This design comes from an exercise in tuning for a short achievable clock period and few clock cycles on the open sky130 flow, not from production work.
At most, simulation tests tie the RTL to the original design; equivalence was not proved.
Function not checked in runs 1 to 6: the RTL went through the layout flow alone.
Power is estimated from default activity; no workload was simulated.

==> design.v <==
module XAlu (
    input  [31:0] x_A,
    input  [31:0] x_B,
    input  [31:0] m_res,
    input         x_fwdA, x_fwdA1, x_fwdA2,
    input         x_fwdB, x_fwdB1, x_fwdB2,
    input         x_inv,
    input  [4:0]  x_sh,
    input  [31:0] x_pc4,
    input         x_s_arith, x_s_slt, x_s_sltu, x_s_lg,
    input  [3:0]  x_lt,
    input         x_sel_sll, x_sel_srl, x_sel_sra, x_sel_link,
    output [31:0] A,
    output [31:0] x_res
);
    wire [31:0] B;
    genvar gi;
    generate for (gi = 0; gi < 32; gi = gi + 1) begin : g_fwd
        wire fa = (gi < 11) ? x_fwdA : (gi < 22) ? x_fwdA1 : x_fwdA2;
        wire fb = (gi < 11) ? x_fwdB : (gi < 22) ? x_fwdB1 : x_fwdB2;
        assign A[gi] = fa ? m_res[gi] : x_A[gi];
        assign B[gi] = fb ? (m_res[gi] ^ x_inv) : (x_B[gi] ^ x_inv);
    end endgenerate
    wire [33:0] s2 = {1'b0, A, x_inv} + {1'b0, B, x_inv};
    wire [31:0] sum = s2[32:1];
    wire cout = s2[33];
    wire [31:0] lg;
    generate for (gi = 0; gi < 32; gi = gi + 1) begin : g_lg
        assign lg[gi] = x_lt[{A[gi], B[gi]}];
    end endgenerate
    wire [31:0] shl = B << x_sh;
    wire [31:0] shr = B >> x_sh;
    wire [31:0] sha = shr | ({32{B[31]}} & ~(32'hffffffff >> x_sh));
    wire [31:0] other =
        {31'b0, (x_s_slt & sum[31]) | (x_s_sltu & ~cout)} |
        ({32{x_s_lg}} & lg) |
        ({32{x_sel_sll}} & shl) |
        ({32{x_sel_srl}} & shr) |
        ({32{x_sel_sra}} & sha) |
        ({32{x_sel_link}} & x_pc4);
    assign x_res = x_s_arith ? sum : other;
endmodule
module XBr (
    input  [31:0] x_A,
    input  [31:0] x_B,
    input  [31:0] m_res,
    input         x_fwdA,
    input         x_fwdB,
    input  [31:0] x_xt,         
    input         x_m_eq, x_m_ne, x_m_lez, x_m_gtz, x_m_sg, x_m_nsg, x_m_jr,
    output        redirect
);
    wire eq_rr = (x_A == x_B);
    wire eq_mr = (m_res == x_B);
    wire eq_rm = (x_A == m_res);
    reg  eq;
    always @* begin
        case ({x_fwdA, x_fwdB})
            2'b00: eq = eq_rr;
            2'b10: eq = eq_mr;
            2'b01: eq = eq_rm;
            default: eq = 1'b1;
        endcase
    end
    wire sg = x_fwdA ? m_res[31] : x_A[31];
    wire ne_r = (x_A != x_xt);
    wire ne_m = (m_res != x_xt);
    wire ne_jr = x_fwdA ? ne_m : ne_r;
    assign redirect = (x_m_eq & eq) | (x_m_ne & ~eq) | (x_m_lez & (sg | eq)) |
                      (x_m_gtz & ~(sg | eq)) | (x_m_sg & sg) | (x_m_nsg & ~sg) |
                      (x_m_jr & ne_jr);
endmodule
module XTgt (
    input  [31:0] A,
    input  [31:0] x_pc4,
    input  [31:0] x_bt,
    input         x_ptaken,
    input         x_isjr,
    output [31:0] redirect_pc
);
    assign redirect_pc = x_isjr ? A : x_ptaken ? x_pc4 : x_bt;
endmodule
module FDec (
    input  [31:0] ins,
    input  [31:0] f_pc4,
    input  [31:0] spec31,
    input  [31:0] spec26,
    input  [31:0] pc,
    input  [24:0] pc_up_p1,     
    input  [24:0] pc_up_m1,
    input  [4:0]  x_rd,
    input         x_load,
    output [4:0]  i_dest,
    output        use_rs,
    output        use_rt,
    output        i_imm_op,
    output [31:0] immv,
    output        x_hit_a,
    output        x_hit_b,
    output        stall,
    output        i_br,
    output        i_br_t,
    output        f1_set,
    output        f_other_t,
    output [31:0] f_other,
    output [31:0] f_next,
    output        i_spec31,
    output        i_spec26,
    output        i_lw,
    output        i_sw,
    output        i_isjr,
    output        m_eq, m_ne, m_lez, m_gtz, m_sg, m_nsg,
    output        s_arith, s_inv, s_slt, s_sltu, s_lg,
    output [3:0]  lt,
    output        s_sll, s_srl, s_sra, s_link
);
    wire [5:0]  op  = ins[31:26];
    wire [5:0]  fn  = ins[5:0];
    wire [4:0]  rs  = ins[25:21];
    wire [4:0]  rt  = ins[20:16];
    wire [4:0]  rdf = ins[15:11];
    wire [15:0] imm = ins[15:0];
    wire i_rtype = (op == 6'h00);
    wire i_jr    = i_rtype & (fn == 6'h08);
    wire i_jalr  = i_rtype & (fn == 6'h09);
    wire i_jal   = (op == 6'h03);
    wire i_j     = (op == 6'h02) | i_jal;
    wire i_beq   = (op == 6'h04);
    wire i_bne   = (op == 6'h05);
    wire i_blez  = (op == 6'h06);
    wire i_bgtz  = (op == 6'h07);
    wire i_bltz  = (op == 6'h01);
    assign i_br  = i_beq | i_bne | i_blez | i_bgtz | i_bltz;
    wire i_iadd  = (op == 6'h08) | (op == 6'h09);
    wire i_slti  = (op == 6'h0a);
    wire i_sltiu = (op == 6'h0b);
    wire i_andi  = (op == 6'h0c);
    wire i_lui   = (op == 6'h0f);
    assign i_lw  = (op == 6'h23);
    assign i_sw  = (op == 6'h2b);
    wire i_undef = ~((op <= 6'h0c) | i_lui | i_lw | i_sw);
    assign i_imm_op = i_iadd | i_slti | i_sltiu | i_andi | i_lui | i_lw | i_sw;
    assign i_isjr = i_jr | i_jalr;
    wire f_sub  = i_rtype & ((fn == 6'h22) | (fn == 6'h23));
    wire f_and  = i_rtype & (fn == 6'h24);
    wire f_or   = i_rtype & (fn == 6'h25);
    wire f_xor  = i_rtype & (fn == 6'h26);
    wire f_nor  = i_rtype & (fn == 6'h27);
    wire f_slt  = i_rtype & (fn == 6'h2a);
    wire f_sltu = i_rtype & (fn == 6'h2b);
    wire f_sll  = i_rtype & (fn == 6'h00);
    wire f_srl  = i_rtype & (fn == 6'h02);
    wire f_sra  = i_rtype & (fn == 6'h03);
    wire f_add  = i_rtype & ~(f_sub | f_and | f_or | f_xor | f_nor | f_slt | f_sltu |
                              f_sll | f_srl | f_sra | i_jr | i_jalr);
    assign i_dest =
        i_rtype ? (i_jr ? 5'd0 : rdf) :
        i_jal   ? 5'd31 :
        i_undef ? 5'd26 :
        (i_imm_op & ~i_sw) ? rt : 5'd0;
    assign use_rs = ~(i_j | i_undef);
    assign use_rt = (i_rtype & ~i_jr & ~i_jalr) | i_sw | i_beq | i_bne | i_blez | i_bgtz;
    assign x_hit_a = (x_rd != 5'd0) & (x_rd == rs);
    assign x_hit_b = (x_rd != 5'd0) & (x_rd == rt);
    assign stall = x_load & ((use_rs & x_hit_a) | (use_rt & x_hit_b));
    wire [31:0] sext = {{16{imm[15]}}, imm};
    assign immv = i_lui ? {imm, 16'h0000} : i_andi ? {16'h0000, imm} : sext;
    wire [31:0] f_jt  = {f_pc4[31:28], ins[25:0], 2'b00};
    wire rs_eq_rt = (rs == rt);
    wire i_bpred = imm[15] | (i_beq & rs_eq_rt) | (i_bne & ~rs_eq_rt);
    assign i_br_t  = i_br & i_bpred;
    wire i_jr31  = (i_jr | i_jalr) & (rs == 5'd31);
    wire i_jr26  = (i_jr | i_jalr) & (rs == 5'd26);
    assign f_other =
        ({32{i_j}} & f_jt) |
        ({32{i_undef}} & 32'h80000008) |
        ({32{i_jr31}} & spec31) |
        ({32{i_jr26}} & spec26);
    assign f_other_t = i_j | i_undef | i_jr31 | i_jr26;
    wire short = (imm[15:3] == 13'h0000) | (imm[15:3] == 13'h1fff);
    wire [6:0] lo = {1'b0, pc[6:2], 1'b1} + {1'b0, imm[4:0], 1'b1};    
    wire [24:0] up = lo[6] ? (imm[15] ? pc[31:7] : pc_up_p1)
                           : (imm[15] ? pc_up_m1 : pc[31:7]);
    wire [31:0] f_sbt = {up, lo[5:1], 2'b00};
    wire take_s = i_br & i_bpred & short;
    wire [31:0] f_seq = take_s ? f_sbt : f_pc4;
    assign f_next = f_other_t ? f_other : f_seq;
    assign f1_set = i_br & i_bpred & ~short;
    assign i_spec31 = i_jal | (i_jalr & (rdf == 5'd31));
    assign i_spec26 = i_undef;
    assign m_eq  = i_br_t ? i_bne  : i_beq;
    assign m_ne  = i_br_t ? i_beq  : i_bne;
    assign m_lez = i_br_t ? i_bgtz : i_blez;
    assign m_gtz = i_br_t ? i_blez : i_bgtz;
    assign m_sg  = ~i_br_t & i_bltz;
    assign m_nsg = i_br_t & i_bltz;
    assign s_arith = f_add | i_iadd | i_lui | i_lw | i_sw | f_sub;
    assign s_inv  = f_sub | f_slt | i_slti | f_sltu | i_sltiu;
    assign s_slt  = f_slt | i_slti;
    assign s_sltu = f_sltu | i_sltiu;
    assign s_lg   = f_and | i_andi | f_or | f_xor | f_nor;
    assign lt     = (f_and | i_andi) ? 4'b1000 : f_or ? 4'b1110 : f_xor ? 4'b0110 : 4'b0001;
    assign s_sll  = f_sll;
    assign s_srl  = f_srl;
    assign s_sra  = f_sra;
    assign s_link = i_jal | i_jalr | i_undef;
endmodule
module PcNext (
    input         redirect,
    input  [31:0] redirect_pc,
    input         f1_redir,
    input  [31:0] f1_tgt,
    input         stall,
    input  [31:0] pc,
    input  [31:0] f_next,
    output [31:0] pc_d
);
    assign pc_d = redirect ? redirect_pc :
                  f1_redir ? f1_tgt :
                  stall    ? pc : f_next;
endmodule
module BrTgt (
    input  [31:0] pc4,
    input  [15:0] off,
    output [31:0] bt
);
    wire [30:0] s = pc4[30:0] + {{13{off[15]}}, off, 2'b00};
    assign bt = {pc4[31], s};
endmodule
module RegFile (
    input         clk,
    input         rst_n,
    input  [4:0]  ra,
    input  [4:0]  rb,
    output [31:0] da,
    output [31:0] db,
    input  [4:0]  wa,    
    input  [31:0] wd
);
    reg [31:0] r [1:31];
    wire [31:0] q [0:31];
    genvar i;
    assign q[0] = 32'h0;
    generate for (i = 1; i < 32; i = i + 1) begin : g_r
        always @(posedge clk or negedge rst_n) begin
            if (!rst_n) r[i] <= 32'h0;
            else if (wa == i) r[i] <= wd;
        end
        assign q[i] = r[i];
    end endgenerate
    wire [31:0] a1 [0:7];
    wire [31:0] b1 [0:7];
    wire [31:0] a2 [0:1];
    wire [31:0] b2 [0:1];
    generate for (i = 0; i < 8; i = i + 1) begin : g_l1
        assign a1[i] = ra[1] ? (ra[0] ? q[4*i+3] : q[4*i+2]) : (ra[0] ? q[4*i+1] : q[4*i]);
        assign b1[i] = rb[1] ? (rb[0] ? q[4*i+3] : q[4*i+2]) : (rb[0] ? q[4*i+1] : q[4*i]);
    end endgenerate
    generate for (i = 0; i < 2; i = i + 1) begin : g_l2
        assign a2[i] = ra[3] ? (ra[2] ? a1[4*i+3] : a1[4*i+2]) : (ra[2] ? a1[4*i+1] : a1[4*i]);
        assign b2[i] = rb[3] ? (rb[2] ? b1[4*i+3] : b1[4*i+2]) : (rb[2] ? b1[4*i+1] : b1[4*i]);
    end endgenerate
    assign da = ra[4] ? a2[1] : a2[0];
    assign db = rb[4] ? b2[1] : b2[0];
endmodule
module mips_cpu (
    input         clk,
    input         rst_n,
    output [31:0] imem_addr,
    input  [31:0] imem_data,
    output        dmem_re,
    output        dmem_we,
    output [31:0] dmem_addr,
    output [31:0] dmem_wdata,
    input  [31:0] dmem_rdata
);
    reg  [31:0] pc_n;           
    reg  [31:0] pc_out;         
    wire [31:0] pc = ~pc_n;
    reg  [31:0] spec31, spec26;  
    reg         f1_redir;       
    reg  [31:0] f1_pc4;         
    reg  [15:0] f1_off;
    wire [31:0] f1_tgt;
    reg         x_valid;
    reg  [31:0] x_A, x_B, x_S;  
    reg         x_fwdA, x_fwdA1, x_fwdA2;
    reg         x_fwdB, x_fwdB1, x_fwdB2;
    reg         x_fwdS;
    reg  [4:0]  x_sh;
    reg  [31:0] x_pc4;
    reg  [15:0] x_off;          
    wire [31:0] x_bt;           
    reg         x_ptaken;
    reg  [4:0]  x_rd;           
    reg         x_load, x_store;
    reg         x_isjr;
    reg         x_m_eq, x_m_ne, x_m_lez, x_m_gtz, x_m_sg, x_m_nsg, x_m_jr;
    reg         x_s_arith, x_inv, x_s_slt, x_s_sltu, x_s_lg;
    reg  [3:0]  x_lt;           
    reg         x_sel_sll, x_sel_srl, x_sel_sra, x_sel_link;
    reg  [31:0] m_res;          
    reg  [31:0] m_addr;         
    reg  [31:0] m_wb;           
    reg  [31:0] m_sdata;
    reg         m_we, m_re;
    reg  [4:0]  m_rd;           
    reg         m_load;
    assign imem_addr  = {~pc_out[31], pc_out[30:0]};
    assign dmem_addr  = m_addr;
    assign dmem_wdata = m_sdata;
    assign dmem_we    = m_we;
    assign dmem_re    = m_re;
    wire [31:0] m_wdata = m_load ? dmem_rdata : m_wb;
    wire [31:0] ins = imem_data;
    wire [4:0]  rs  = ins[25:21];
    wire [4:0]  rt  = ins[20:16];
    wire [31:0] rf_a, rf_b;
    RegFile rgf(.clk(clk), .rst_n(rst_n),
                .ra(rs), .rb(rt), .da(rf_a), .db(rf_b),
                .wa(m_rd), .wd(m_wdata));
    wire m_hit_a = (m_rd != 5'd0) & (m_rd == rs);
    wire m_hit_b = (m_rd != 5'd0) & (m_rd == rt);
    wire [31:0] rv_a = m_hit_a ? m_wdata : rf_a;
    wire [31:0] rv_b = m_hit_b ? m_wdata : rf_b;
    wire [31:0] f_pc4 = {pc[31], pc[30:2] + 29'd1, 2'b00};
    wire [24:0] pc_up_p1 = {pc[31], pc[30:7] + 24'd1};
    wire [24:0] pc_up_m1 = {pc[31], pc[30:7] - 24'd1};
    BrTgt f1t(.pc4(f1_pc4), .off(f1_off), .bt(f1_tgt));
    BrTgt xbt(.pc4(x_pc4), .off(x_off), .bt(x_bt));
    wire [4:0]  i_dest;
    wire        use_rs, use_rt, i_imm_op, x_hit_a, x_hit_b, stall, i_br, i_br_t, f1_set;
    wire        f_other_t, i_spec31, i_spec26, i_lw, i_sw, i_isjr;
    wire [31:0] immv, f_other, f_next;
    wire        d_m_eq, d_m_ne, d_m_lez, d_m_gtz, d_m_sg, d_m_nsg;
    wire        d_s_arith, d_s_inv, d_s_slt, d_s_sltu, d_s_lg;
    wire [3:0]  d_lt;
    wire        d_s_sll, d_s_srl, d_s_sra, d_s_link;
    FDec fdec(.ins(ins), .f_pc4(f_pc4), .spec31(spec31), .spec26(spec26),
              .pc(pc), .pc_up_p1(pc_up_p1), .pc_up_m1(pc_up_m1),
              .x_rd(x_rd), .x_load(x_load),
              .i_dest(i_dest), .use_rs(use_rs), .use_rt(use_rt), .i_imm_op(i_imm_op),
              .immv(immv), .x_hit_a(x_hit_a), .x_hit_b(x_hit_b), .stall(stall),
              .i_br(i_br), .i_br_t(i_br_t), .f1_set(f1_set), .f_other_t(f_other_t),
              .f_other(f_other), .f_next(f_next), .i_spec31(i_spec31),
              .i_spec26(i_spec26), .i_lw(i_lw), .i_sw(i_sw), .i_isjr(i_isjr),
              .m_eq(d_m_eq), .m_ne(d_m_ne), .m_lez(d_m_lez), .m_gtz(d_m_gtz),
              .m_sg(d_m_sg), .m_nsg(d_m_nsg),
              .s_arith(d_s_arith), .s_inv(d_s_inv), .s_slt(d_s_slt), .s_sltu(d_s_sltu),
              .s_lg(d_s_lg), .lt(d_lt), .s_sll(d_s_sll), .s_srl(d_s_srl),
              .s_sra(d_s_sra), .s_link(d_s_link));
    wire [31:0] A, x_res;
    XAlu xalu(.x_A(x_A), .x_B(x_B), .m_res(m_res),
              .x_fwdA(x_fwdA), .x_fwdA1(x_fwdA1), .x_fwdA2(x_fwdA2),
              .x_fwdB(x_fwdB), .x_fwdB1(x_fwdB1), .x_fwdB2(x_fwdB2),
              .x_sh(x_sh), .x_pc4(x_pc4),
              .x_inv(x_inv), .x_s_arith(x_s_arith), .x_s_slt(x_s_slt),
              .x_s_sltu(x_s_sltu), .x_s_lg(x_s_lg), .x_lt(x_lt),
              .x_sel_sll(x_sel_sll), .x_sel_srl(x_sel_srl), .x_sel_sra(x_sel_sra),
              .x_sel_link(x_sel_link), .A(A), .x_res(x_res));
    wire [31:0] S = x_fwdS ? m_res : x_S;
    wire redirect;
    wire [31:0] redirect_pc;
    XBr xbr(.x_A(x_A), .x_B(x_B), .m_res(m_res), .x_fwdA(x_fwdA), .x_fwdB(x_fwdB),
            .x_xt(pc), .x_m_eq(x_m_eq), .x_m_ne(x_m_ne), .x_m_lez(x_m_lez),
            .x_m_gtz(x_m_gtz), .x_m_sg(x_m_sg), .x_m_nsg(x_m_nsg), .x_m_jr(x_m_jr),
            .redirect(redirect));
    XTgt xtgt(.A(A), .x_pc4(x_pc4), .x_bt(x_bt), .x_ptaken(x_ptaken), .x_isjr(x_isjr),
              .redirect_pc(redirect_pc));
    wire [31:0] pc_d;
    PcNext pcn(.redirect(redirect), .redirect_pc(redirect_pc), .f1_redir(f1_redir),
               .f1_tgt(f1_tgt), .stall(stall), .pc(pc), .f_next(f_next), .pc_d(pc_d));
    wire f_go = ~redirect & ~f1_redir & ~stall;    
    always @(posedge clk or negedge rst_n) begin
        if (!rst_n) begin
            pc_n <= 32'h7fffffff;
            pc_out <= 32'h0;
            m_addr <= 32'h0;
            m_wb <= 32'hffffffff;
            spec31 <= 32'h0;
            spec26 <= 32'h0;
            f1_redir <= 1'b0;
            x_valid <= 1'b0;
            x_rd <= 5'd0;
            x_load <= 1'b0;
            x_store <= 1'b0;
            x_isjr <= 1'b0;
            x_m_eq <= 1'b0; x_m_ne <= 1'b0; x_m_lez <= 1'b0; x_m_gtz <= 1'b0;
            x_m_sg <= 1'b0; x_m_nsg <= 1'b0; x_m_jr <= 1'b0;
            x_fwdA <= 1'b0;
            x_fwdA1 <= 1'b1;
            x_fwdB <= 1'b0;
            x_fwdB1 <= 1'b1;
            x_fwdS <= 1'b0;
            m_we <= 1'b0;
            m_re <= 1'b0;
            m_rd <= 5'd0;
        end else begin
            pc_n <= ~pc_d;
            pc_out <= {~pc_d[31], pc_d[30:0]};
            m_addr <= x_res;
            m_wb <= x_res;
            if (~stall) begin
                if (i_spec31) spec31 <= f_pc4;
                if (i_spec26) spec26 <= f_pc4;
            end
            f1_redir <= f_go & f1_set;
            x_valid <= f_go;
            if (f_go) begin
                x_rd <= i_dest;
                x_load <= i_lw;
                x_store <= i_sw;
                x_isjr <= i_isjr;
                x_m_eq  <= d_m_eq;
                x_m_ne  <= d_m_ne;
                x_m_lez <= d_m_lez;
                x_m_gtz <= d_m_gtz;
                x_m_sg  <= d_m_sg;
                x_m_nsg <= d_m_nsg;
                x_m_jr  <= i_isjr;
                x_fwdA <= use_rs & x_hit_a;
                x_fwdA1 <= use_rs & x_hit_a;
                x_fwdB <= use_rt & ~i_sw & x_hit_b;
                x_fwdB1 <= use_rt & ~i_sw & x_hit_b;
                x_fwdS <= i_sw & x_hit_b;
            end else begin
                x_rd <= 5'd0;
                x_load <= 1'b0;
                x_store <= 1'b0;
                x_isjr <= 1'b0;
                x_m_eq <= 1'b0; x_m_ne <= 1'b0; x_m_lez <= 1'b0; x_m_gtz <= 1'b0;
                x_m_sg <= 1'b0; x_m_nsg <= 1'b0; x_m_jr <= 1'b0;
                x_fwdA <= 1'b0;
                x_fwdA1 <= 1'b0;
                x_fwdB <= 1'b0;
                x_fwdB1 <= 1'b0;
                x_fwdS <= 1'b0;
            end
            m_we <= x_valid & x_store;
            m_re <= x_valid & x_load;
            m_rd <= x_valid ? x_rd : 5'd0;
        end
    end
    always @(posedge clk) begin
        f1_pc4 <= f_pc4;
        f1_off <= ins[15:0];
        x_fwdA2 <= f_go & use_rs & x_hit_a;
        x_fwdB2 <= f_go & use_rt & ~i_sw & x_hit_b;
        x_A <= rv_a;
        x_B <= i_imm_op ? immv : rv_b;
        x_S <= rv_b;
        x_sh <= ins[10:6];
        x_pc4 <= f_pc4;
        x_off <= ins[15:0];
        x_ptaken <= i_br_t;
        x_s_arith <= d_s_arith;
        x_inv    <= d_s_inv;
        x_s_slt  <= d_s_slt;
        x_s_sltu <= d_s_sltu;
        x_s_lg   <= d_s_lg;
        x_lt     <= d_lt;
        x_sel_sll  <= d_s_sll;
        x_sel_srl  <= d_s_srl;
        x_sel_sra  <= d_s_sra;
        x_sel_link <= d_s_link;
        m_res <= x_res;
        m_sdata <= S;
        m_load <= x_valid & x_load;    
    end
endmodule
==> flow/run.sh <==
#!/bin/bash
set -euo pipefail
bash standard.sh SETUP_SLACK_MARGIN=7.5 finish > flow_standard.log 2>&1
==> standard.sh <==
#!/bin/bash
# synth_recipe.tcl (not shown) runs the flow's synth.tcl, then flattens the netlist and writes it again
# the make line also repeats each setting of config.mk as NAME=value (left out here)
make -C /OpenROAD-flow-scripts/flow DESIGN_CONFIG=/design/flow/config.mk WORK_HOME=/design/flow/orfs CLKGATE_MAP_FILE= SYNTH_SCRIPT=/design/flow/synth_recipe.tcl "${@:-finish}"
==> config.mk <==
export PLATFORM = sky130hd
export DESIGN_NAME = mips_cpu
export DESIGN_NICKNAME = mips_cpu
export VERILOG_FILES = /design/flow/design.v
export SDC_FILE = /design/flow/constraint.sdc
export NUM_CORES = 8
export LEC_CHECK = 0
export ABC_CLOCK_PERIOD_IN_PS = 3000
export CAP_MARGIN = 20
export CORE_MARGIN = 2
export CORE_UTILIZATION = 50
export PLACE_DENSITY = 0.68
export SETUP_SLACK_MARGIN = 5
export SLEW_MARGIN = 20
export SYNTH_HIERARCHICAL = 1
==> constraint.sdc <==
create_clock -name core_clock -period 10.5 [get_ports {clk}]
set_input_delay 2.1000 -clock core_clock [delete_from_list [all_inputs] [get_ports {clk}]]
set_output_delay 2.1000 -clock core_clock [all_outputs]
set_load 0.01 [all_outputs]
==> results of run 1 <==
through the flow:
stage | std cells | instance area (um2)
6_report | 10363 | 112000
3_3_place_gp | 9376 | 90900
5_1_grt | 10354 | 111000
2_1_floorplan | 7434 | 88800
3_5_place_dp | 9376 | 90900
4_1_cts | 10174 | 107000
layer usage:
layer,vias up,track usage (%),part of all wire (%)
met5,-,0.242,0.044
met4,18,32.4,9.7
met3,1640,11.4,11
met2,5416,62.1,44
met1,37754,50.2,35
li1,29053,-,-
worst paths after layout:
path	slack (ps)	cells past startpoint	start	endpoint
min in group asynchronous	1080	1	rst_n	pc_out[27]
worst min-delay path	460	1	x_S[29]	m_sdata[29]
max in group asynchronous	7710	3	rst_n	rgf.r[13][16]
worst max-delay path	6500	14	x_fwdA	pc_n[4]
worst min register to register	460	1	x_S[29]	m_sdata[29]
worst max register to register	6500	14	x_fwdA	pc_n[4]
area by class of cell:
class	instances	share of cell area (%)
sequential	1430	31.2
timing repair inverter	32	0.213
timing repair buffer	948	11.0
inverter	189	0.769
antenna	12	0.0269
multi-input combinational	5134	49.4
tap	2325	2.61
clock inverter	55	0.470
clock buffer	238	4.24
timing repair:
item                        CTS  global route
cloned                      141            25
setup endpoints to repair  1815          1245
pin swaps                   206           221
setup buffers               364           151
resized for setup          1622           447
power by group:
group	switching [uW]	internal [uW]
Sequential	851	6340
Clock	2470	3230
Combinational	3010	2780
Total	6330	12400
worst register-to-register path, delay by kind of cell (launching register included):
kind / cells / cell delay, ps
flip-flops: 1 / 550
AND/OR/NAND/NOR: 4 / 880
XOR/XNOR: 1 / 480
buffers and inverters: 5 / 740
AO/OA/AOI/OAI: 2 / 590
multiplexers: 2 / 660
==> results.json, run 1 <==
{
  "dr.pass1.iters": 11,
  "dieArea_um2": 179000,
  "drive_gt1_share_pct": 47.5,
  "finClkSkew_ps": 62.3,
  "io_buffer_count": 163,
  "critPathMaxFanout": 8,
  "slew_viol_final": 0,
  "final_cell_mix": "1135 x dfrtp_1, 1133 x mux2_2, 450 x mux4_2, 408 x buf_4, 391 x mux2i_1",
  "finalHoldViolations": 0,
  "outcome": "no timing/DRC/antenna violations",
  "vias_per_cell": 7.13,
  "ios": 164,
  "mostFrequentLayoutCell": "dfrtp_1",
  "largest_register": "rgf.r",
  "rsz0062_at_grt": "yes",
  "place_congestion": 1.03,
  "vias": 73881,
  "synth.avg_cell_area_um2": 11.8,
  "largest_register_ffs": 992,
  "multi_input_area_um2": 55100,
  "crit_required_ps": 11280,
  "drt_iter0_drc": 9290,
  "die_h_um": 423,
  "dp_slack_ps": 4150,
  "clock_latency_ps": 870,
  "postCtsHoldBufs": 0,
  "syn_area_um2": 87700,
  "cts_sinks": 1430,
  "endpoint_kind": "flop",
  "grt_pass1_wl_um": 534000,
  "grt_max_degree": 183,
  "fin_util_pct": 64.0,
  "clockBufferDepth": 3,
  "setup_tns_ps": 0,
  "fmax_ghz": 0.250,
  "die_w_um": 423,
  "p_leak_uw": 0.0481,
  "path_buf_inv": 5,
  "root_buffer": "clkbuf_16",
  "min_period_over_period_pct": 38.1,
  "rows": 153,
  "vdd_drop_max_v": 0.000151,
  "slew_headroom_pct": 22.9,
  "antenna_found_initial": 30,
  "area_growth_pct": 27.1,
  "synthCells": 7421,
  "worstMarginPinSlew_ps": 1160,
  "cp_data_arrival_time_ps": 4780,
  "p_per_area_nw_per_um2": 168,
  "initial_utilization_pct": 50.4,
  "seqCellArea_um2": 34800,
  "cp_slowest_cell": "dfrtp_4",
  "max_stage_delay_ps": 550,
  "drc": 0,
  "cts_buffers": 159,
  "overflow": 0,
  "max_cap_violations": 0,
  "grt_pass1_vias": 72519,
  "worst_slack_ps": 6500,
  "cts_tree": "yes",
  "cts_max_level": 4,
  "nNetsFinal": 8059,
  "drtAntennaViolNets": 0,
  "startpoint_type": "flop",
  "synth_warnings": 10,
  "wl_um": 386000,
  "cp_cell_sequence": "buf_16 -> nor2b_4 -> buf_6 -> mux2i_1 -> xor2_1 -> nand4_1 -> nor4_4 -> a32oi_4 -> mux2_4 -> buf_6 -> buf_16 -> nor2b_4 -> a211oi_4 -> inv_1",
  "cts.clk_slew.worst_paths_ps": 70,
  "critPathTopFamily": "simple AND/OR/NAND/NOR gates",
  "setup_viol": 0,
  "core-area_um2": 174000,
  "min_period_ps": 4000,
  "finalPower_uw": 18700,
  "crit_type": "flop to flop",
  "wl_per_cell_um": 37.2,
  "fillers": 12685,
  "fin_hold_ws_ps": 460,
  "grt_usage_pct": 41.3,
  "hold_class": "flop to flop",
  "place_hpwl_um": 219000
}
==> inputs of run 2 (changes only) <==
--- a/config.mk
+++ b/config.mk
@@ -10,4 +10,4 @@
 export CORE_MARGIN = 2
-export CORE_UTILIZATION = 50
-export PLACE_DENSITY = 0.68
+export CORE_UTILIZATION = 55
+export PLACE_DENSITY = 0.72
 export SETUP_SLACK_MARGIN = 5
==> results.json, run 2 <==
{
  "syn_area_um2": 87700,
  "cp_slowest_cell": "a2111oi_4",
  "crit_required_ps": 11260,
  "place_congestion": 1.06,
  "min-delay-start": "pc_n[2]",
  "setup_tns_ps": 0,
  "fillers": 10056,
  "area_growth_pct": 27.3,
  "dr.pass1.iters": 11,
  "p_seq_share_pct": 38.2,
  "min_period_over_period_pct": 38.9,
  "cp_cell_sequence": "buf_4 -> inv_8 -> ha_4 -> nor2b_4 -> o31ai_2 -> buf_4 -> a21o_4 -> buf_6 -> buf_16 -> mux2i_4 -> a2111oi_4 -> a311o_1 -> mux2i_2 -> a211oi_2 -> inv_1",
  "clock_latency_ps": 870,
  "antenna_found_initial": 17,
  "rows": 146,
  "synth.avg_cell_area_um2": 11.8,
  "cts_tree": "yes",
  "synthCells": 7421,
  "synth_warnings": 10,
  "outcome": "no timing/DRC/antenna violations",
  "reg2regPathDepth": 11,
  "switching_power_uw": 6460,
  "initial_utilization_pct": 55.4,
  "wl_um": 388000,
  "clkPwrFrac_pct": 30.8,
  "ios": 164,
  "drt_iter0_drc": 11283,
  "setup_viol": 0,
  "cts_max_level": 4,
  "dieArea_um2": 163000,
  "slew_viol_final": 0,
  "rrSetupSlack_ps": 6490,
  "largest_register": "rgf.r",
  "hold_class": "flop to flop",
  "largest_register_ffs": 992,
  "vdd_drop_max_v": 0.000210,
  "critPathMaxFanout": 10,
  "wl_per_cell_um": 38.4,
  "startpoint_type": "primary input",
  "cts_sinks": 1430,
  "core-area_um2": 158000,
  "clockBufferDepth": 3,
  "grt_usage_pct": 45.8,
  "place_area_um2": 90500,
  "root_buffer": "clkbuf_16",
  "rsz0062_at_grt": "yes",
  "fmax_ghz": 0.245,
  "cp_data_arrival_time_ps": 4850,
  "p_comb_share_pct": 30.9,
  "final_area_um2": 112000,
  "hold_end": "x_pc4[2]",
  "vias_per_cell": 7.52,
  "grt_max_degree": 178,
  "max_stage_delay_ps": 410,
  "die_h_um": 403,
  "finalHoldViolations": 0,
  "multi_input_area_um2": 55100,
  "p_sw_share_pct": 34.2,
  "r2r-start": "x_B[22]",
  "grt_pass1_wl_um": 538000,
  "critPathTopFamily": "compound AO/OA/AOI/OAI gates",
  "drtAntennaViolNets": 0,
  "startpoint": "imem_data[0]",
  "nNetsFinal": 8050,
  "cts_buffers": 157,
  "p_per_area_nw_per_um2": 169,
  "min_period_ps": 4090,
  "seqCellArea_um2": 34800,
  "worst_path_most_repeated_cell": "buf_4",
  "vias": 75969,
  "drive_gt1_share_pct": 47.5,
  "crit_type": "primary input to flop",
  "p_leak_uw": 0.0483,
  "finClkSkew_ps": 41.8,
  "slew_headroom_pct": 18.2,
  "path_buf_inv": 6,
  "endpoint_kind": "flop",
  "reg2reg_to": "m_addr[31]",
  "die_w_um": 403,
  "io_buffer_count": 163,
  "final_cell_mix": "1137 x mux2_2, 1137 x dfrtp_1, 451 x mux4_2, 405 x mux2i_1, 388 x buf_4",
  "min_path_cells": 0,
  "worstMarginPinSlew_ps": 1230,
  "cts.clk_slew.worst_paths_ps": 60,
  "place_hpwl_um": 212000,
  "overflow": 0,
  "intPower_uw": 12500,
  "grt_pass1_vias": 74018,
  "drc": 0,
  "max_cap_violations": 0
}
-- run 2: cell count changes in the layout (fill, tap and decap cells not counted), sizes merged, moves of 3 or more --
cell	before	now
clkinvlp	76	71
clkdlybuf4s50	26	32
clkbuf	264	257
clkinv	32	29
bufbuf	23	33
buf	861	867
bufinv	4	9
dlygate4sd2	8	0
inv	164	158
-- run 2: stage by stage --
stage | total power, uW | cells | util [%] | hold slack, ps | worst slack [ps]
5_1_grt | 19300 | 10091 | 70.5 | 464 | 6470
6_report | 18900 | 10101 | 70.5 | 460 | 6410
3_5_place_dp | 11500 | 9113 | 57.1 | 442 | 4330
2_1_floorplan | 9980 | 7434 | - | 421 | 6370
4_1_cts | 18100 | 9948 | 68.1 | 452 | 6730
3_3_place_gp | 11400 | 9113 | 57.1 | 439 | 4460
-- run 2: cell type report --
cell class | count | area share, %
clock buffers | 246 | 4.19
diodes | 11 | 0.0247
clock inverters | 46 | 0.626
repair inverters | 32 | 0.199
inverters | 189 | 0.765
flip-flops and latches | 1430 | 31.2
well taps | 2072 | 2.32
multi-input cells | 5132 | 49.4
repair buffers | 943 | 11.3
-- run 2: power groups by stage --
| stage | Combinational (uW) | Clock (uW) | Sequential (uW) |
|---|---|---|---|
| 2_1_floorplan | 3120 | 0 | 6860 |
| 3_3_place_gp | 4250 | 0 | 7110 |
| 3_5_place_dp | 4330 | 0 | 7180 |
| 4_1_cts | 5220 | 5780 | 7110 |
| 5_1_grt | 6010 | 6050 | 7260 |
| 6_report | 5850 | 5830 | 7230 |
-- run 2: layer usage --
layer | up-vias | track usage (%) | share of wire (%)
li1 | 29077 | - | -
met1 | 38060 | 54.4 | 33
met2 | 6665 | 66.5 | 42
met3 | 2159 | 17.7 | 14
met4 | 8 | 36.6 | 10
met5 | - | 0 | 0.031
-- run 2: worst max-delay path by stage --
stage / depth (start not counted) / to / slack [ps]
CTS: 13 / m_addr[31] / 6730
floorplan: 13 / pc_out[17] / 6370
global route: 15 / pc_n[18] / 6470
finish: 15 / pc_n[18] / 6410
global placement: 8 / x_A[2] / 4460
detailed placement: 11 / pc_n[28] / 4330
-- run 2: worst reg2reg max path, stage by stage, from the launching register on --
cell	delay, ps
dfxtp_1	610
mux2i_4	200
xnor2_1	500
ha_1	420
nand4_1	320
nor3_4	300
o211a_1	250
o2bb2ai_4	200
o221ai_4	190
o21bai_1	190
xor2_1	300
o32a_1	420
-- run 2: what timing repair did --
item / 4_1_cts / 5_1_grt
gates resized for setup: 1703 / 431
hold buffers: 0 / 0
endpoints found under the setup margin: 1985 / 1299
pin swaps: 203 / 192
gates cloned: 154 / 7
buffers inserted: 389 / 134
==> inputs of run 3 (changes only) <==
--- a/config.mk
+++ b/config.mk
@@ -8,3 +8,3 @@
 export ABC_CLOCK_PERIOD_IN_PS = 3000
-export CAP_MARGIN = 20
+export CAP_MARGIN = 50
 export CORE_MARGIN = 2
@@ -13,3 +13,3 @@
 export SETUP_SLACK_MARGIN = 5
-export SLEW_MARGIN = 20
+export SLEW_MARGIN = 75
 export SYNTH_HIERARCHICAL = 1
==> results.json, run 3 <==
{
  "p_per_area_nw_per_um2": 163,
  "initial_utilization_pct": 55.4,
  "drive_gt1_share_pct": 52.6,
  "synthCells": 7421,
  "slew_viol_final": 0,
  "finalPower_uw": 19000,
  "setup_tns_ps": 0,
  "mostFrequentLayoutCell": "dfrtp_1",
  "fillers": 9257,
  "outcome": "no timing/DRC/antenna violations",
  "critPathMaxFanout": 10,
  "area_growth_pct": 33.0,
  "syn_area_um2": 87700,
  "rows": 146,
  "grt_pass1_vias": 74814,
  "overflow": 0,
  "nNetsFinal": 8236,
  "min_period_ps": 3950,
  "startpoint_type": "flop",
  "place_hpwl_um": 230000,
  "cts_max_level": 4,
  "slew_headroom_pct": 53.4,
  "fin_util_pct": 73.7,
  "io_buffer_count": 163,
  "finClkSkew_ps": 42.7,
  "p_leak_uw": 0.0505,
  "cts_sinks": 1430,
  "die_w_um": 403,
  "synth_warnings": 10,
  "worst_path_most_repeated_cell": "buf_4",
  "clockBufferDepth": 3,
  "worstMarginPinSlew_ps": 695,
  "cp_slowest_cell": "dfrtp_4",
  "min_period_over_period_pct": 37.6,
  "ios": 164,
  "rsz0062_at_grt": "yes",
  "dp_slack_ps": 4960,
  "grt_usage_pct": 44.2,
  "place_congestion": 1.06,
  "crit_type": "flop to flop",
  "cp_cell_sequence": "buf_4 -> buf_12 -> buf_4 -> mux2i_1 -> xnor2_1 -> nor4_2 -> buf_1 -> nand4_1 -> o21ai_2 -> nand4b_1 -> mux2_4 -> buf_12 -> buf_6 -> nor3_4 -> buf_4 -> buf_6 -> and2_4",
  "max_stage_delay_ps": 550,
  "postCtsHoldBufs": 0,
  "final_cell_mix": "1133 x dfrtp_1, 1129 x mux2_2, 451 x mux4_2, 357 x mux2i_1, 344 x buf_4",
  "dr.pass1.iters": 8,
  "cts.clk_slew.worst_paths_ps": 60,
  "wl_per_cell_um": 37.3,
  "vias": 76862,
  "clock_latency_ps": 850,
  "synth.avg_cell_area_um2": 11.8,
  "wl_um": 384000,
  "drtAntennaViolNets": 0,
  "grt_pass1_wl_um": 526000,
  "max_cap_violations": 0,
  "largest_register_ffs": 992,
  "cts_buffers": 157,
  "core-area_um2": 158000,
  "vias_per_cell": 7.47,
  "antenna_found_initial": 18,
  "drt_iter0_drc": 11338,
  "critPathTopFamily": "buffers and inverters",
  "cts_tree": "yes",
  "largest_register": "rgf.r",
  "hold_class": "flop to flop",
  "worst_slack_ps": 6550,
  "dieArea_um2": 163000,
  "finalHoldViolations": 0,
  "die_h_um": 403,
  "drc": 0,
  "endpoint_kind": "flop",
  "cp_data_arrival_time_ps": 4720,
  "root_buffer": "clkbuf_16",
  "setup_viol": 0,
  "fmax_ghz": 0.253,
  "vdd_drop_max_v": 0.000198,
  "crit_required_ps": 11270,
  "path_buf_inv": 8,
  "grt_max_degree": 47
}
## run 3: layout make-up
cell class,count,area [um2],share of cell area (%)
Antenna cell,14,35.0,0.0300
Clock buffer,226,4620,3.96
Clock inverter,64,628,0.538
Inverter,189,875,0.749
Multi-Input combinational cell,5119,56800,48.7
Sequential cell,1430,35000,30.0
Tap cell,2072,2590,2.22
Timing Repair Buffer,1174,16200,13.9
## run 3: repair_timing
action | in CTS | in global routing
gates cloned | 84 | 20
setup endpoints to repair | 628 | 585
buffers inserted | 355 | 146
pin swaps | 309 | 222
gates resized for setup | 1311 | 417
## run 3: layer usage
metal / GRT usage, % / up-vias / part of all wire [%] / wire length, um
met1: 53.5 / 38504 / 33 / 128000
met2: 66.3 / 6581 / 43 / 167000
li1: - / 29458 / - / -
met3: 13.4 / 2305 / 13 / 48700
met5: 0 / - / 0.027 / 105
met4: 33.9 / 14 / 10 / 40100
## run 3: report_power, final
group          leakage (uW)  switching (uW)  internal [uW]
clock network       0.00260            2500           3230
registers            0.0181             923           6360
logic                0.0298            3090           2920
## run 3: path summary, 6_finish.rpt
| check | from | endpoint | slack, ps | depth (start not counted) |
|---|---|---|---|---|
| max | x_fwdA | x_m_lez | 6550 | 17 |
| min | x_S[25] | m_sdata[25] | 460 | 1 |
| min reg2reg | x_S[25] | m_sdata[25] | 460 | 1 |
| min in group asynchronous | rst_n | pc_out[10] | 1210 | 2 |
| max in group asynchronous | rst_n | rgf.r[28][1] | 7560 | 9 |
| max reg2reg | x_fwdA | x_m_lez | 6550 | 17 |
## run 3: metrics by stage
step / std cells / instance area [um2] / hold WS, ps
5_1_grt: 10274 / 117000 / 465
3_5_place_dp: 9353 / 97700 / 442
4_1_cts: 10082 / 112000 / 456
6_report: 10288 / 117000 / 457
3_3_place_gp: 9113 / 90500 / 439
2_1_floorplan: 7434 / 88800 / 421
==> inputs of run 4 (changes only) <==
--- a/design.v
+++ b/design.v
@@ -390,5 +390,3 @@
             x_fwdA <= 1'b0;
-            x_fwdA1 <= 1'b1;
             x_fwdB <= 1'b0;
-            x_fwdB1 <= 1'b1;
             x_fwdS <= 1'b0;
@@ -421,5 +419,3 @@
                 x_fwdA <= use_rs & x_hit_a;
-                x_fwdA1 <= use_rs & x_hit_a;
                 x_fwdB <= use_rt & ~i_sw & x_hit_b;
-                x_fwdB1 <= use_rt & ~i_sw & x_hit_b;
                 x_fwdS <= i_sw & x_hit_b;
@@ -433,5 +429,3 @@
                 x_fwdA <= 1'b0;
-                x_fwdA1 <= 1'b0;
                 x_fwdB <= 1'b0;
-                x_fwdB1 <= 1'b0;
                 x_fwdS <= 1'b0;
@@ -448,2 +442,6 @@
         x_fwdB2 <= f_go & use_rt & ~i_sw & x_hit_b;
+        if (~stall) begin
+            x_fwdA1 <= f_go & use_rs & x_hit_a;
+            x_fwdB1 <= f_go & use_rt & ~i_sw & x_hit_b;
+        end
         x_A <= rv_a;
--- a/config.mk
+++ b/config.mk
@@ -8,8 +8,8 @@
 export ABC_CLOCK_PERIOD_IN_PS = 3000
-export CAP_MARGIN = 50
+export CAP_MARGIN = 20
 export CORE_MARGIN = 2
-export CORE_UTILIZATION = 55
-export PLACE_DENSITY = 0.72
+export CORE_UTILIZATION = 58
+export PLACE_DENSITY = 0.75
 export SETUP_SLACK_MARGIN = 5
-export SLEW_MARGIN = 75
+export SLEW_MARGIN = 20
 export SYNTH_HIERARCHICAL = 1
==> results.json, run 4 <==
{
  "outcome": "no timing/DRC/antenna violations",
  "initial_utilization_pct": 58.5,
  "crit_required_ps": 11240,
  "vdd_drop_max_v": 0.000227,
  "final_cell_mix": "1139 x dfrtp_1, 1130 x mux2_2, 453 x mux4_2, 412 x buf_4, 396 x mux2i_1",
  "grt_pass1_wl_um": 549000,
  "reg2regPathDepth": 13,
  "startpoint_type": "flop",
  "drc": 0,
  "setup_viol": 0,
  "cp_data_arrival_time_ps": 4800,
  "endpoint_kind": "flop",
  "max_cap_violations": 0,
  "nNetsFinal": 8105,
  "die_h_um": 393,
  "clockBufferDepth": 3,
  "p_comb_share_pct": 31.7,
  "hold_class": "flop to flop",
  "clkPwrFrac_pct": 30.9,
  "crit_type": "flop to flop",
  "fillers": 8529,
  "finClkSkew_ps": 74.6,
  "cts_sinks": 1430,
  "clock_latency_ps": 880,
  "slew_viol_final": 0,
  "switching_power_uw": 6880,
  "area_growth_pct": 29.0,
  "wl_per_cell_um": 41.2,
  "final_area_um2": 113000,
  "synthCells": 7411,
  "vias_per_cell": 7.95,
  "drive_gt1_share_pct": 48.6,
  "critPathMaxFanout": 13,
  "seqCellArea_um2": 34800,
  "synth.avg_cell_area_um2": 11.8,
  "rsz0062_at_grt": "yes",
  "reg2reg_to": "x_fwdB1",
  "largest_register": "rgf.r",
  "slew_headroom_pct": 4.28,
  "p_sw_share_pct": 35.1,
  "place_hpwl_um": 207000,
  "r2r-start": "x_fwdA",
  "grt_usage_pct": 49.6,
  "wl_um": 416000,
  "cts_tree": "yes",
  "cts_buffers": 153,
  "syn_area_um2": 87600,
  "finalHoldViolations": 0,
  "grt_pass1_vias": 77275,
  "vias": 80279,
  "core-area_um2": 150000,
  "rows": 142,
  "startpoint": "x_fwdA",
  "mostFrequentLayoutCell": "dfrtp_1",
  "fmax_ghz": 0.246,
  "multi_input_area_um2": 55600,
  "finalPower_uw": 19600,
  "p_leak_uw": 0.0491,
  "drtAntennaViolNets": 0,
  "crit_end": "x_fwdB1",
  "place_area_um2": 90300,
  "worstMarginPinSlew_ps": 1440,
  "p_per_area_nw_per_um2": 173,
  "io_buffer_count": 163,
  "intPower_uw": 12700,
  "cts_max_level": 4,
  "grt_max_degree": 140,
  "p_seq_share_pct": 37.4,
  "min_period_over_period_pct": 38.7,
  "setup_tns_ps": 0,
  "min_period_ps": 4060,
  "place_congestion": 1.10,
  "overflow": 0,
  "dr.pass1.iters": 22,
  "largest_register_ffs": 992,
  "die_w_um": 393,
  "cts.clk_slew.worst_paths_ps": 60,
  "rrSetupSlack_ps": 6440,
  "drt_iter0_drc": 14125,
  "root_buffer": "clkbuf_16",
  "dieArea_um2": 154000,
  "ios": 164,
  "synth_warnings": 10,
  "antenna_found_initial": 39
}
-- run 4: cell count changes in the layout (fill, tap and decap cells not counted), sizes merged, moves of 6 or more --
| cell | delta |
|---|---|
| buf | -158 |
| clkinvlp | +69 |
| inv | -30 |
| clkbuf | -22 |
| clkinv | -16 |
| bufbuf | +14 |
| bufinv | +12 |
| nand2 | +6 |
| nor3 | +6 |
-- run 4: power groups by stage --
stage,clock [uW],sequential [uW],combinational (uW)
global placement,0,7090,4210
finish,6050,7330,6200
detailed placement,0,7170,4300
CTS,5900,7110,5340
global route,6230,7320,6270
floorplan,0,6860,3110
-- run 4: cell type report --
type                       count  area share, %
multi-input combinational   5130           49.2
sequential                  1430           30.8
timing repair buffer        1002           11.9
clock buffer                 220           3.99
tap                         2016           2.23
clock inverter                65          0.860
inverter                     191          0.784
timing repair inverter        32          0.186
antenna                       17         0.0376
-- run 4: critical path, cell delays in order, from the launching register on --
cell and delay, ps:
dfrtp_2 470, buf_4 160, clkbuf_16 180, mux2i_1 660, xnor2_1 150, nor4_1 310, nand4_1 180, o21ai_2 350
nand3_1 120, mux2_4 330, buf_12 170, buf_12 150, nor3_4 380, and4b_1 290
-- run 4: worst min path at each step --
stage                  from          end  slack [ps]  depth (start not counted)
detailed placement  x_S[12]  m_sdata[12]         440                          1
floorplan           pc_n[2]     x_pc4[2]         430                          0
finish              x_S[29]  m_sdata[29]         460                          1
CTS                 x_S[18]  m_sdata[18]         460                          1
global placement    x_S[18]  m_sdata[18]         440                          1
global route         x_S[5]   m_sdata[5]         480                          1
-- run 4: metal layers --
metal  GRT usage (%)  up-vias  routed length (um)
met4            43.6       44               52200
met5            1.44        -                1100
met1            56.9    38860              127000
li1                -    29171                   -
met2            69.8     8652              167000
met3            22.2     3552               68300
-- run 4: per-stage QoR --
stage	utilization (%)	hold slack (ps)	setup slack (ps)	instances
after CTS	72.7	459	6780	9913
final	75.4	457	6440	10103
after global routing	75.4	478	6500	10091
after global placement	60.2	444	4550	9042
after floorplan	-	426	6370	7424
after detailed placement	60.2	442	4510	9042
-- run 4: what timing repair did --
action	CTS	global route
hold buffers	0	0
pin swaps	245	217
resized for setup	1817	402
setup endpoints to repair	1960	1202
cloned	158	21
buffers inserted	428	151
==> inputs of run 5 (changes only) <==
--- a/config.mk
+++ b/config.mk
@@ -10,4 +10,4 @@
 export CORE_MARGIN = 2
-export CORE_UTILIZATION = 58
-export PLACE_DENSITY = 0.75
+export CORE_UTILIZATION = 55
+export PLACE_DENSITY = 0.72
 export SETUP_SLACK_MARGIN = 5
==> results.json, run 5 <==
{
  "drc": 0,
  "cts_buffers": 155,
  "dr.pass1.iters": 9,
  "final_cell_mix": "1142 x mux2_2, 1138 x dfrtp_1, 455 x buf_4, 452 x mux4_2, 388 x mux2i_1",
  "p_per_area_nw_per_um2": 168,
  "initial_utilization_pct": 55.3,
  "root_buffer": "clkbuf_16",
  "setup_viol": 0,
  "vdd_drop_max_v": 0.000203,
  "rsz0062_at_grt": "yes",
  "area_growth_pct": 29.1,
  "drtAntennaViolNets": 0,
  "min-delay-start": "x_S[12]",
  "clockBufferDepth": 3,
  "min_period_over_period_pct": 37.5,
  "hold_class": "flop to flop",
  "p_leak_uw": 0.0491,
  "worst_slack_ps": 6560,
  "place_area_um2": 90500,
  "antenna_found_initial": 20,
  "finalHoldViolations": 0,
  "cp_data_arrival_time_ps": 4700,
  "synth.avg_cell_area_um2": 11.8,
  "drt_iter0_drc": 12364,
  "die_w_um": 403,
  "syn_area_um2": 87600,
  "reg2regPathDepth": 14,
  "setup_tns_ps": 0,
  "finClkSkew_ps": 62.6,
  "largest_register_ffs": 992,
  "max_cap_violations": 0,
  "min_path_cells": 1,
  "cp_slowest_cell": "mux2i_2",
  "dieArea_um2": 163000,
  "cts_max_level": 4,
  "overflow": 0,
  "outcome": "no timing/DRC/antenna violations",
  "drive_gt1_share_pct": 49.0,
  "reg2reg_to": "pc_n[12]",
  "cts.clk_slew.worst_paths_ps": 60,
  "vias_per_cell": 7.56,
  "place_hpwl_um": 214000,
  "critPathMaxFanout": 33,
  "core-area_um2": 158000,
  "grt_pass1_vias": 74606,
  "min_period_ps": 3940,
  "cts_tree": "yes",
  "synth_warnings": 10,
  "nNetsFinal": 8136,
  "dp_slack_ps": 4420,
  "startpoint_type": "flop",
  "max_stage_delay_ps": 590,
  "r2r-start": "x_fwdA",
  "crit_type": "flop to flop",
  "wl_per_cell_um": 39.3,
  "endpoint_kind": "flop",
  "rrSetupSlack_ps": 6560,
  "grt_pass1_wl_um": 548000,
  "slew_viol_final": 0,
  "largest_register": "rgf.r",
  "place_congestion": 1.04,
  "cp_cell_sequence": "buf_16 -> buf_12 -> mux2i_2 -> xnor2_1 -> nor4_1 -> nand4_1 -> o21ai_1 -> nand3_1 -> mux2_4 -> buf_12 -> buf_16 -> nor3b_1 -> a211oi_2 -> inv_1",
  "vias": 76957,
  "hold_end": "m_sdata[12]",
  "slew_headroom_pct": 27.2,
  "synthCells": 7411,
  "cts_sinks": 1430,
  "grt_max_degree": 183,
  "clock_latency_ps": 860,
  "wl_um": 400000,
  "grt_usage_pct": 46.8,
  "final_area_um2": 113000,
  "crit_required_ps": 11270,
  "startpoint": "x_fwdA",
  "fmax_ghz": 0.254,
  "worstMarginPinSlew_ps": 1090,
  "die_h_um": 403,
  "io_buffer_count": 163,
  "mostFrequentLayoutCell": "mux2_2",
  "rows": 146,
  "ios": 164
}
## run 5: cell type report
type                    count  area (um2)
diodes                      8        20.0
multi-input cells        5129       55600
inverters                 191         886
repair inverters           30         203
repair buffers           1034       13700
clock inverters            56         691
flip-flops and latches   1430       34800
clock buffers             227        4630
fillers                  9990       45200
well taps                2072        2590
## run 5: through the flow
stage	instances	utilization, %	hold slack (ps)	total power (uW)
floorplan	7424	-	426	9970
finish	10177	71.4	458	19000
global route	10171	71.4	480	19400
global placement	9113	57.2	445	11400
CTS	9996	69.0	459	18200
detailed placement	9114	57.2	443	11500
## run 5: repair_timing
| item | CTS | global route |
|---|---|---|
| setup buffers | 440 | 160 |
| setup endpoints to repair | 2133 | 892 |
| gates cloned | 159 | 12 |
| hold buffers | 0 | 0 |
| hold endpoints to repair | 0 | 0 |
| resized for setup | 1772 | 398 |
| pin swaps | 234 | 209 |
## run 5: power by group
group	switching [uW]	total [uW]	internal (uW)
sequential	901	7250	6340
clock	2490	5760	3270
combinational	3170	6030	2860
total	6560	19000	12500
## run 5: layer usage
metal | part of all wire (%) | global-route usage [%] | vias to the layer above
met5 | 0.027 | 0 | -
met4 | 11 | 39.7 | 10
met3 | 13 | 16.2 | 2393
met2 | 42 | 67.7 | 6984
met1 | 33 | 56.1 | 38365
li1 | - | - | 29205
## run 5: how the worst max path moves through the flow
| stage | endpoint | slack (ps) | depth (start not counted) |
|---|---|---|---|
| 5_1_grt | pc_n[21] | 6610 | 11 |
| 2_1_floorplan | pc_out[22] | 6370 | 14 |
| 3_5_place_dp | spec31[3] | 4420 | 10 |
| 6_report | pc_n[12] | 6560 | 14 |
| 3_3_place_gp | spec31[3] | 4460 | 10 |
| 4_1_cts | pc_n[28] | 6770 | 14 |
## run 5: critical path, delay by kind of cell, from the launching register on
family | cells | cell delay (ps)
DFF | 1 | 490
AOI/OAI and AO/OA | 2 | 360
and+or+nand+nor | 4 | 1080
buffers and inverters | 5 | 770
xor gates and xnor gates | 1 | 140
muxes | 2 | 990
==> inputs of run 6 (changes only) <==
==> flow/run.sh (replaced) <==
#!/bin/bash
set -euo pipefail
bash standard.sh SETUP_SLACK_MARGIN=6.8 finish > flow_standard.log 2>&1
==> results.json, run 6 <==
{
  "reg2reg_to": "pc_out[0]",
  "ios": 164,
  "dieArea_um2": 163000,
  "reg2regPathDepth": 16,
  "rrSetupSlack_ps": 6540,
  "crit_type": "flop to flop",
  "r2r-start": "x_fwdA",
  "slew_viol_final": 0,
  "vias": 70356,
  "die_w_um": 403,
  "fmax_ghz": 0.253,
  "slew_headroom_pct": 18.9,
  "nNetsFinal": 7658,
  "rsz0062_at_grt": "yes",
  "min_period_over_period_pct": 37.7,
  "startpoint_type": "flop",
  "p_seq_share_pct": 39.8,
  "syn_area_um2": 87600,
  "outcome": "no timing/DRC/antenna violations",
  "grt_usage_pct": 41.7,
  "switching_power_uw": 5890,
  "grt_pass1_wl_um": 492000,
  "grt_max_degree": 181,
  "place_congestion": 1.07,
  "finClkSkew_ps": 45.2,
  "endpoint_kind": "flop",
  "worst_slack_ps": 6540,
  "p_per_area_nw_per_um2": 174,
  "hold_class": "flop to flop",
  "overflow": 0,
  "setup_tns_ps": 0,
  "io_buffer_count": 163,
  "synthCells": 7411,
  "drive_gt1_share_pct": 38.4,
  "critPathMaxFanout": 13,
  "synth_warnings": 10,
  "min_period_ps": 3960,
  "dp_slack_ps": 4210,
  "clockBufferDepth": 3,
  "cts_sinks": 1430,
  "cts_tree": "yes",
  "final_cell_mix": "1155 x mux2_2, 1139 x dfrtp_1, 449 x mux4_2, 428 x mux2i_1, 362 x nand2_1",
  "max_cap_violations": 0,
  "wl_per_cell_um": 36.1,
  "clkPwrFrac_pct": 32.4,
  "grt_pass1_vias": 68447,
  "crit_end": "pc_out[0]",
  "drtAntennaViolNets": 0,
  "vias_per_cell": 7.26,
  "root_buffer": "clkbuf_16",
  "worstMarginPinSlew_ps": 1190,
  "setup_viol": 0,
  "crit_required_ps": 11210,
  "postCtsHoldBufs": 0,
  "startpoint": "x_fwdA",
  "cp_data_arrival_time_ps": 4670,
  "mostFrequentLayoutCell": "mux2_2",
  "die_h_um": 403,
  "vdd_drop_max_v": 0.000199,
  "largest_register": "rgf.r",
  "p_leak_uw": 0.0450,
  "core-area_um2": 158000,
  "largest_register_ffs": 992,
  "clock_latency_ps": 850,
  "rows": 146,
  "synth.avg_cell_area_um2": 11.8,
  "p_sw_share_pct": 32.8,
  "dr.pass1.iters": 7,
  "drt_iter0_drc": 9467,
  "initial_utilization_pct": 55.3,
  "finalHoldViolations": 0,
  "cts.clk_slew.worst_paths_ps": 70,
  "area_growth_pct": 17.3,
  "cts_buffers": 156,
  "place_hpwl_um": 217000,
  "p_comb_share_pct": 27.8,
  "cts_max_level": 4,
  "wl_um": 350000,
  "drc": 0,
  "intPower_uw": 12000,
  "antenna_found_initial": 20
}
-- run 6: worst min-delay path by stage --
stage / from / end / cells past startpoint
floorplan: pc_n[2] / x_pc4[2] / 0
global placement: x_S[28] / m_sdata[28] / 1
detailed placement: pc_n[2] / x_pc4[2] / 0
CTS: pc_n[2] / x_pc4[2] / 0
global route: pc_n[2] / x_pc4[2] / 0
finish: x_S[18] / m_sdata[18] / 1
-- run 6: area by class of cell --
cell class                 count  area, um2
antenna                        6       15.0
clock buffer                 231       4600
clock inverter                50        754
fill                       11729      55500
inverter                     191        797
multi-input combinational   5120      52000
sequential                  1430      34800
tap                         2072       2590
timing repair buffer         585       7220
timing repair inverter         9       57.6
-- run 6: power by group through the flow --
stage / Sequential (uW) / Combinational, uW / Clock, uW
3_3_place_gp: 7090 / 4280 / 0
5_1_grt: 7200 / 5170 / 6050
2_1_floorplan: 6860 / 3070 / 0
6_report: 7150 / 4980 / 5800
4_1_cts: 7070 / 4630 / 5830
3_5_place_dp: 7160 / 4360 / 0
-- run 6: routing by layer --
layer	GRT usage [%]	up-vias	routed length [um]
met5	0	-	145
met4	28.4	22	27800
met3	11.8	1306	40900
met2	61.8	4913	155000
met1	53.3	35963	126000
li1	-	28152	-
-- run 6: critical path: stages (launching register included) --
cell and delay (ps):
dfrtp_2 440, buf_4 170, buf_16 180, mux2i_1 400
xnor2_1 140, nor4_2 500, nand4_1 200, o21ai_0 320
nand4b_1 130, mux2_4 300, buf_12 170, buf_16 140
nor2_4 180, buf_6 140, buf_12 160, a211oi_4 80
buf_6 140
-- run 6: what timing repair did --
action,4_1_cts,5_1_grt
setup endpoints to repair,624,949
gates resized for setup,637,325
cloned,58,16
pin swaps,57,91
buffers inserted,124,80
endpoints found under the hold margin,0,0
-- run 6: metrics by stage --
stage                     power (uW)  hold WS (ps)  instances  cell area [um2]  util, %
after floorplan                 9930           426       7424            88400        -
after global placement         11400           445       9126            90300     57.0
after detailed placement       11500           446       9126            90300     57.0
after CTS                      17500           464       9589           100000     63.4
after global routing           18400           471       9688           103000     64.9
final                          17900           469       9694           103000     64.9
==> inputs of run 7 (changes only) <==
--- a/design.v
+++ b/design.v
@@ -46,2 +46,3 @@
     input  [31:0] m_res,
+    input  [31:0] A,
     input         x_fwdA,
@@ -49,4 +50,9 @@
     input  [31:0] x_xt,         
+    input  [31:0] x_pc4,
+    input  [31:0] x_bt,
+    input         x_ptaken,
+    input         x_isjr,
     input         x_m_eq, x_m_ne, x_m_lez, x_m_gtz, x_m_sg, x_m_nsg, x_m_jr,
-    output        redirect
+    output        redirect,
+    output [31:0] redirect_pc
 );
@@ -71,11 +77,2 @@
                       (x_m_jr & ne_jr);
-endmodule
-module XTgt (
-    input  [31:0] A,
-    input  [31:0] x_pc4,
-    input  [31:0] x_bt,
-    input         x_ptaken,
-    input         x_isjr,
-    output [31:0] redirect_pc
-);
     assign redirect_pc = x_isjr ? A : x_ptaken ? x_pc4 : x_bt;
@@ -277,3 +274,3 @@
     reg  [31:0] pc_n;           
-    reg  [31:0] pc_out;         
+    reg  [31:0] pc_out;
     wire [31:0] pc = ~pc_n;
@@ -308,3 +305,3 @@
     reg         m_load;
-    assign imem_addr  = {~pc_out[31], pc_out[30:0]};
+    assign imem_addr  = pc_out;
     assign dmem_addr  = m_addr;
@@ -363,8 +360,7 @@
     wire [31:0] redirect_pc;
-    XBr xbr(.x_A(x_A), .x_B(x_B), .m_res(m_res), .x_fwdA(x_fwdA), .x_fwdB(x_fwdB),
-            .x_xt(pc), .x_m_eq(x_m_eq), .x_m_ne(x_m_ne), .x_m_lez(x_m_lez),
+    XBr xbr(.x_A(x_A), .x_B(x_B), .m_res(m_res), .A(A), .x_fwdA(x_fwdA), .x_fwdB(x_fwdB),
+            .x_xt(pc), .x_pc4(x_pc4), .x_bt(x_bt), .x_ptaken(x_ptaken),
+            .x_isjr(x_isjr), .x_m_eq(x_m_eq), .x_m_ne(x_m_ne), .x_m_lez(x_m_lez),
             .x_m_gtz(x_m_gtz), .x_m_sg(x_m_sg), .x_m_nsg(x_m_nsg), .x_m_jr(x_m_jr),
-            .redirect(redirect));
-    XTgt xtgt(.A(A), .x_pc4(x_pc4), .x_bt(x_bt), .x_ptaken(x_ptaken), .x_isjr(x_isjr),
-              .redirect_pc(redirect_pc));
+            .redirect(redirect), .redirect_pc(redirect_pc));
     wire [31:0] pc_d;
@@ -376,3 +372,3 @@
             pc_n <= 32'h7fffffff;
-            pc_out <= 32'h0;
+            pc_out <= 32'h80000000;
             m_addr <= 32'h0;
@@ -390,3 +386,5 @@
             x_fwdA <= 1'b0;
+            x_fwdA1 <= 1'b1;
             x_fwdB <= 1'b0;
+            x_fwdB1 <= 1'b1;
             x_fwdS <= 1'b0;
@@ -397,3 +395,3 @@
             pc_n <= ~pc_d;
-            pc_out <= {~pc_d[31], pc_d[30:0]};
+            pc_out <= pc_d;
             m_addr <= x_res;
@@ -419,3 +417,5 @@
                 x_fwdA <= use_rs & x_hit_a;
+                x_fwdA1 <= use_rs & x_hit_a;
                 x_fwdB <= use_rt & ~i_sw & x_hit_b;
+                x_fwdB1 <= use_rt & ~i_sw & x_hit_b;
                 x_fwdS <= i_sw & x_hit_b;
@@ -429,3 +429,5 @@
                 x_fwdA <= 1'b0;
+                x_fwdA1 <= 1'b0;
                 x_fwdB <= 1'b0;
+                x_fwdB1 <= 1'b0;
                 x_fwdS <= 1'b0;
@@ -442,6 +444,2 @@
         x_fwdB2 <= f_go & use_rt & ~i_sw & x_hit_b;
-        if (~stall) begin
-            x_fwdA1 <= f_go & use_rs & x_hit_a;
-            x_fwdB1 <= f_go & use_rt & ~i_sw & x_hit_b;
-        end
         x_A <= rv_a;
==> flow/run.sh (replaced) <==
#!/bin/bash
set -euo pipefail
bash standard.sh SETUP_SLACK_MARGIN=7.5 finish > flow_standard.log 2>&1
--- a/config.mk
+++ b/config.mk
@@ -10,4 +10,3 @@
 export CORE_MARGIN = 2
-export CORE_UTILIZATION = 55
-export PLACE_DENSITY = 0.72
+export CORE_UTILIZATION = 40
 export SETUP_SLACK_MARGIN = 5
==> results.json, run 7 <==
{
  "outcome": "no timing/DRC/antenna violations",
  "core-area_um2": 217000,
  "area_growth_pct": 28.3,
  "p_comb_share_pct": 31.1,
  "seqCellArea_um2": 34800,
  "multi_input_area_um2": 55100,
  "fillers": 18260,
  "dp_slack_ps": 4470,
  "p_leak_uw": 0.0483,
  "rows": 171,
  "place_area_um2": 91600,
  "vdd_drop_max_v": 0.000193,
  "cts_sinks": 1431,
  "p_sw_share_pct": 33.9,
  "place_congestion": 1.02,
  "setup_viol": 0,
  "overflow": 0,
  "worstMarginPinSlew_ps": 1170,
  "intPower_uw": 12500,
  "cts.clk_slew.worst_paths_ps": 60,
  "nNetsFinal": 8067,
  "grt_pass1_vias": 71347,
  "synth.avg_cell_area_um2": 11.8,
  "vias_per_cell": 6.63,
  "vias": 72195,
  "wl_per_cell_um": 35.9,
  "cts_max_level": 4,
  "clkPwrFrac_pct": 30.8,
  "drc": 0,
  "die_h_um": 472,
  "fmax_ghz": 0.248,
  "crit_type": "flop to flop",
  "place_hpwl_um": 227000,
  "critPathMaxFanout": 8,
  "fin_util_pct": 51.7,
  "p_seq_share_pct": 38.0,
  "synth_warnings": 10,
  "startpoint_type": "flop",
  "drive_gt1_share_pct": 47.6,
  "cts_tree": "yes",
  "startpoint": "x_A[3]",
  "max_cap_violations": 0,
  "crit_required_ps": 11260,
  "clock_latency_ps": 860,
  "switching_power_uw": 6380,
  "antenna_found_initial": 25,
  "grt_max_degree": 164,
  "r2r-start": "x_A[3]",
  "rsz0062_at_grt": "yes",
  "drt_iter0_drc": 8385,
  "initial_utilization_pct": 40.3,
  "dr.pass1.iters": 6,
  "min-delay-start": "pc_n[2]",
  "cp_data_arrival_time_ps": 4800,
  "min_period_over_period_pct": 38.4,
  "ios": 164,
  "cts_buffers": 159,
  "largest_register_ffs": 992,
  "grt_usage_pct": 34.1,
  "wl_um": 391000,
  "clockBufferDepth": 3,
  "drtAntennaViolNets": 0,
  "die_w_um": 472,
  "endpoint_kind": "flop",
  "setup_tns_ps": 0,
  "slew_headroom_pct": 22.0,
  "final_cell_mix": "1139 x dfrtp_1, 1133 x mux2_2, 450 x mux4_2, 413 x buf_4, 391 x mux2i_1",
  "hold_class": "flop to flop",
  "grt_pass1_wl_um": 546000,
  "dieArea_um2": 223000,
  "slew_viol_final": 0,
  "synthCells": 7423,
  "worst_slack_ps": 6470,
  "root_buffer": "clkbuf_16",
  "io_buffer_count": 163,
  "finalHoldViolations": 0,
  "min_period_ps": 4030,
  "finalPower_uw": 18800,
  "syn_area_um2": 87600,
  "largest_register": "rgf.r",
  "p_per_area_nw_per_um2": 168,
  "final_area_um2": 112000,
  "finClkSkew_ps": 43.9,
  "postCtsHoldBufs": 0,
  "mostFrequentLayoutCell": "dfrtp_1"
}
[run 7: cell count changes in the layout (fill, tap and decap cells not counted), sizes merged, moves of 9 or more]
cell	previous run	this run
nand2b	23	33
inv	184	171
dlygate4sd2	93	3
buf	410	865
nor2b	56	65
clkinvlp	24	74
[run 7: power groups by stage]
stage | Combinational, uW | Clock (uW) | Sequential [uW]
CTS | 5450 | 5880 | 7100
floorplan | 3120 | 0 | 6860
global placement | 4390 | 0 | 7120
detailed placement | 4450 | 0 | 7170
finish | 5860 | 5810 | 7170
global route | 6060 | 6100 | 7230
[run 7: final cells by class]
class,count,share of cell area (%)
multi-input combinational,5132,49.0
sequential,1431,31.0
timing repair buffer,954,11.0
clock buffer,227,4.09
tap,2854,3.18
inverter,192,0.788
clock inverter,62,0.699
timing repair inverter,32,0.209
antenna,8,0.0178
[run 7: worst paths after layout]
path	to	slack (ps)	cells past startpoint
max in group asynchronous	rgf.r[29][28]	7690	2
hold / removal	x_pc4[2]	450	0
min in group asynchronous	rgf.r[22][5]	1250	1
setup / recovery	pc_n[2]	6470	12
setup reg to reg	pc_n[2]	6470	12
hold reg to reg	x_pc4[2]	450	0
[run 7: routing by layer]
metal	track usage [%]	part of all wire [%]	vias up
met2	51.7	44	4573
met3	8.17	9.6	1287
met4	25.4	8.9	12
li1	-	-	29092
met5	0	0.025	-
met1	42.2	37	37231
[run 7: worst max-delay path, stage by stage (launching register included)]
cell,delay (ps)
dfxtp_1,650
inv_1,230
a221o_1,430
a2111oi_4,340
nand4_1,200
o41ai_4,690
mux2_4,370
nand3_4,100
buf_12,170
nor2_4,80
buf_12,190
a211oi_4,370
inv_1,80
[run 7: timing repair]
| item | CTS | global route |
|---|---|---|
| setup buffers | 419 | 113 |
| cloned | 140 | 19 |
| setup endpoints to repair | 2016 | 1359 |
| pin swaps | 228 | 167 |
| resized for setup | 1685 | 378 |
[run 7: through the flow]
step | std cells | hold WS (ps)
5_1_grt | 10885 | 439
6_report | 10892 | 447
3_5_place_dp | 9904 | 429
2_1_floorplan | 7436 | 417
3_3_place_gp | 9904 | 432
4_1_cts | 10752 | 446
Testbench counts of run 7, summed over its fixed seeds: cycles 528,967.

Re-timed with assumed drivers on the ports (clkbuf_16 on the clock, buf_2 on other inputs), run 7 has 6.468 ns of setup slack against 6.468 ns with ideal ports, and 5.693 ns once port delays also move by the mid clock arrival of 0.944 ns.
